Context: an optimization exercise on an open-source flow, tuned for small area and a short achievable clock period. The choices shown serve that exercise and are no tape-out recipe.
In this exercise RTL edits were held to simulation tests only and were not proved equivalent to the original.
No driver is modelled on the clock port, so clocking that relies on it looks cheaper here than on a real chip.

## v6
## bbtronenhancedCPU
module bbtronenhancedCPU (clock, reset, switches, instr_addr, instr_data, wire_out1, wire_out2, wire_out3, wire_negative);
  input clock;
  input reset;
  input [15:0] switches;
  output [15:0] instr_addr;
  input [31:0] instr_data;
  output [6:0] wire_out1;
  output [6:0] wire_out2;
  output [6:0] wire_out3;
  output wire_negative;
  reg [15:0] pc;
  wire [5:0] op = instr_data[31:26];
  wire [4:0] rs = instr_data[25:21];
  wire [4:0] rt = instr_data[20:16];
  wire [4:0] rd = instr_data[15:11];
  wire [4:0] sh = instr_data[10:6];
  wire [15:0] imm = instr_data[15:0];
  wire o_add  = op == 6'h00;
  wire o_sub  = op == 6'h01;
  wire o_and  = op == 6'h02;
  wire o_or   = op == 6'h03;
  wire o_xor  = op == 6'h04;
  wire o_slt  = op == 6'h05;
  wire o_mul  = op == 6'h06;
  wire o_div  = op == 6'h07;
  wire o_rem  = op == 6'h08;
  wire o_beq  = op == 6'h09;
  wire o_bne  = op == 6'h0A;
  wire o_addi = op == 6'h0B;
  wire o_subi = op == 6'h0C;
  wire o_inc  = op == 6'h0D;
  wire o_dec  = op == 6'h0E;
  wire o_lw   = op == 6'h0F;
  wire o_sw   = op == 6'h10;
  wire o_not  = op == 6'h11;
  wire o_sll  = op == 6'h12;
  wire o_srl  = op == 6'h13;
  wire o_lwi  = op == 6'h14;
  wire o_in   = op == 6'h15;
  wire o_out  = op == 6'h16;
  wire o_j    = op == 6'h17;
  wire o_halt = op == 6'h18;
  wire o_jal  = op == 6'h1A;
  wire o_jr   = op == 6'h1B;
  wire o_blt  = op == 6'h1C;
  wire o_ble  = op == 6'h1D;
  wire o_bgt  = op == 6'h1E;
  wire o_bge  = op == 6'h1F;
  wire o_mov  = op == 6'h20;
  wire o_la   = op == 6'h21;
  wire rtype = op <= 6'h08;
  wire wr = rtype | o_addi | o_subi | o_inc | o_dec | o_lw | o_not | o_sll | o_srl |
            o_lwi | o_in | o_jal | o_mov | o_la;
  wire [4:0] wa = (rtype | o_jal) ? rd : rt;
  wire [31:0] rv [0:31];
  wire [31:0] mv [0:31];
  ...
export LEC_CHECK = 0
export ABC_AREA = 1
export CAP_MARGIN = 20
export CORE_MARGIN = 2
export CORE_UTILIZATION = 40
export PLACE_DENSITY = 0.6
export SLEW_MARGIN = 20
create_clock -name core_clock -period 140.0 [get_ports {clock}]
standard.sh (not shown) runs the stock make flow with config.mk's settings and CLKGATE_MAP_FILE= SYNTH_SCRIPT=/design/flow/synth_recipe.tcl, a recipe that flattens the netlist after the stock synthesis.
==> flow/flow/run.sh <==
#!/bin/bash
# The standard layout (standard.sh) with one extra step: after clock tree
# synthesis, flow/post_cts.tcl runs a further setup repair pass (ORFS's
# POST_CTS_TCL hook). Each tool's output goes to a log file in this folder.
set -euo pipefail
here=$(pwd)
export POST_CTS_TCL="$here/flow/post_cts.tcl"
bash standard.sh synth > "$here/standard_synth.log" 2>&1
bash standard.sh > "$here/standard_layout.log" 2>&1
==> flow/flow/post_cts.tcl <==
# Extra setup repair after CTS. The design's clock period leaves positive
# slack, so ORFS's own repair pass stops at once; this one keeps resizing and
# buffering the critical paths until they gain the margin below (or no move
# helps), then legalises the placement again. Only resizing and buffering:
# no pin swaps, gate clones or buffer removal, so the netlist keeps the
# synthesized logic structure gate for gate.
if { [env_var_exists_and_non_empty DONT_USE_CELLS] } {
  set_dont_use $::env(DONT_USE_CELLS)
}
estimate_parasitics -placement
report_worst_slack -max
repair_timing -setup -setup_margin 80 -repair_tns 0 -skip_pin_swap -skip_gate_cloning -skip_buffer_removal -verbose
detailed_placement
check_placement -verbose
estimate_parasitics -placement
report_worst_slack -max
report_worst_slack -min
v6 completed every stage of the flow, and the final layout passed the timing, DRC and antenna checks.
Here is what was changed in the inputs of v7 compared with v6.
diff --git a/flow/design.v b/flow/design.v
--- a/flow/design.v
+++ b/flow/design.v
@@ -48,38 +48,28 @@
   assign m2 = ~gm;
 endmodule
 module mdu (a, b, mul, prod, quo, rem);
   input [31:0] a, b;
   input mul;
   output [31:0] prod, quo, rem;
-  wire [15:0] pz;
-  wire [7:0] nz;
-  wire [3:0] yz;
-  genvar i;
-  generate
-    for (i = 0; i < 16; i = i + 1) begin : lz2
-      assign pz[i] = ~|b[2*i+1:2*i];
-    end
-    for (i = 0; i < 8; i = i + 1) begin : lz4
-      assign nz[i] = ~|b[4*i+3:4*i];
-    end
-    for (i = 0; i < 4; i = i + 1) begin : lz8
-      assign yz[i] = ~|b[8*i+7:8*i];
-    end
-  endgenerate
-  wire z16 = yz[3] & yz[2];
-  wire z8 = z16 ? yz[1] : yz[3];
-  wire [1:0] bi = {~z16, ~z8};
-  wire z4 = nz[{bi, 1'b1}];
-  wire [2:0] ni = {bi, ~z4};
-  wire z2 = pz[{ni, 1'b1}];
-  wire [3:0] pi = {ni, ~z2};
-  wire z1 = ~b[{pi, 1'b1}];
+  wire z16 = ~|b[31:16];
+  wire [31:0] b1 = z16 ? {b[15:0], 16'b0} : b;
+  wire [63:0] a1 = z16 ? {16'b0, a, 16'b0} : {32'b0, a};
+  wire z8 = ~|b1[31:24];
+  wire [31:0] b2 = z8 ? {b1[23:0], 8'b0} : b1;
+  wire [63:0] a2 = z8 ? {a1[55:0], 8'b0} : a1;
+  wire z4 = ~|b2[31:28];
+  wire [31:0] b3 = z4 ? {b2[27:0], 4'b0} : b2;
+  wire [63:0] a3 = z4 ? {a2[59:0], 4'b0} : a2;
+  wire z2 = ~|b3[31:30];
+  wire [31:0] b4 = z2 ? {b3[29:0], 2'b0} : b3;
+  wire [63:0] a4 = z2 ? {a3[61:0], 2'b0} : a3;
+  wire z1 = ~b4[31];
+  wire [31:0] dn = z1 ? {b4[30:0], 1'b0} : b4;
+  wire [63:0] xn = z1 ? {a4[62:0], 1'b0} : a4;
   wire [4:0] s = {z16, z8, z4, z2, z1};
-  wire [31:0] dn = b << s;
-  wire [63:0] xn = {32'b0, a} << s;
   wire [31:0] dm = mul ? a : dn;
   wire [63:0] x = mul ? 64'b0 : xn;
   wire [32:0] ws [0:17];
   wire [32:0] wc [0:17];
   wire [33:0] qp, qn;
   assign ws[0] = {3'b0, x[63:34]};
@@ -234,34 +224,35 @@
   wire [31:0] x = (o_inc | o_dec) ? B : A;
   wire cin = cmp | o_subi | o_inc;
   wire [32:0] sum = {1'b0, x} + {1'b0, y} + {32'd0, cin};
   wire lt = ~sum[32];
   wire eq = sum[31:0] == 32'd0;
   wire [31:0] prod, quo, remd;
-  wire shift = o_sll | o_srl;
-  wire [31:0] bsh = 32'd1 << sh;
-  wire [31:0] bm = shift ? bsh : B;
-  mdu u_mdu (.a(A), .b(bm), .mul(o_mul | o_sll), .prod(prod), .quo(quo), .rem(remd));
+  mdu u_mdu (.a(A), .b(B), .mul(o_mul), .prod(prod), .quo(quo), .rem(remd));
   wire [4:0] maddr = A[4:0] + imm[4:0];
   always @(*) begin
     mrd = 32'd0;
     for (k = 0; k < 32; k = k + 1)
       mrd = mrd | (mv[k] & {32{maddr == k}});
   end
+  wire [31:0] shl = A << sh;
+  wire [31:0] shr = A >> sh;
   wire arith = o_add | o_sub | o_addi | o_subi | o_inc | o_dec | o_lwi | o_in;
   wire pass = o_jal | o_mov | o_la;
   wire [31:0] wdata =
       ({32{arith}} & sum[31:0]) |
       ({32{o_and}} & (A & B)) |
       ({32{o_or}}  & (A | B)) |
       ({32{o_xor}} & (A ^ B)) |
       ({32{o_not}} & ~A) |
       ({32{o_slt}} & {31'd0, lt}) |
-      ({32{o_mul | o_sll}} & prod) |
-      ({32{o_div | o_srl}} & quo) |
+      ({32{o_mul}} & prod) |
+      ({32{o_div}} & quo) |
       ({32{o_rem}} & remd) |
+      ({32{o_sll}} & shl) |
+      ({32{o_srl}} & shr) |
       ({32{o_lw}}  & mrd) |
       ({32{pass}}  & A);
   wire [16:0] pc1 = {1'b0, pc} + 17'd1;
   genvar g;
   generate
     for (g = 1; g < 32; g = g + 1) begin : rf
Findings:
v7: done, clean on timing, DRC and antenna
v6 finished end to end and its layout was clean on timing, DRC and antenna.
Total wirelength of the detailed-routed design, v7 vs v6: up by a few percent
The global-route usage reported for v7 is greater than that of v6 by 1.2 points.
The higher global-route wire length before repair came out of v7.
v7 gives more average vias per placed instance than v6 did.
v7 gives more final area than v6 did.
Compared with v6, in v7 portion of the layout cell area used by non-clock buffers rose by 2.2 points, number of nets at the end of the flow shows an increase of 3.7%.
The run showing the smaller layout multi-input combinational cell count is v6.
Cell count after placement: lower on v6
Area used by multi-input combinational logic (lower): v6

[afterwards: timing with drivers on the ports]
Ports are ideal in the flow. The routed layouts listed here were re-timed in OpenROAD.
Step 1 sets driving cells, clkbuf_16 on the clock port and buf_2 on the other inputs (assumed; they add their load-dependent delay and slew).
Step 2, shift: input delay + t, output delay - t, t = (earliest + latest rising clock arrival at the registers) / 2. This alone moves slack from input paths to output paths.
Three values: ideal, step 1, step 2; two values: the first two.
run	t, ns	setup WS [ns]	worst setup path after step 2	latest minus earliest clock arrival (ns)
v6	0.976	45.510 / 45.542 / 44.567	input to register	0.088 / 0.087
v7	0.930	50.841 / 50.866 / 49.936	input to register	0.078 / 0.078
After both steps setup and hold are still met in every run listed. The setup slack of v6, which loses most, moves by +0.032 ns with the drivers and by -0.943 ns with both steps.
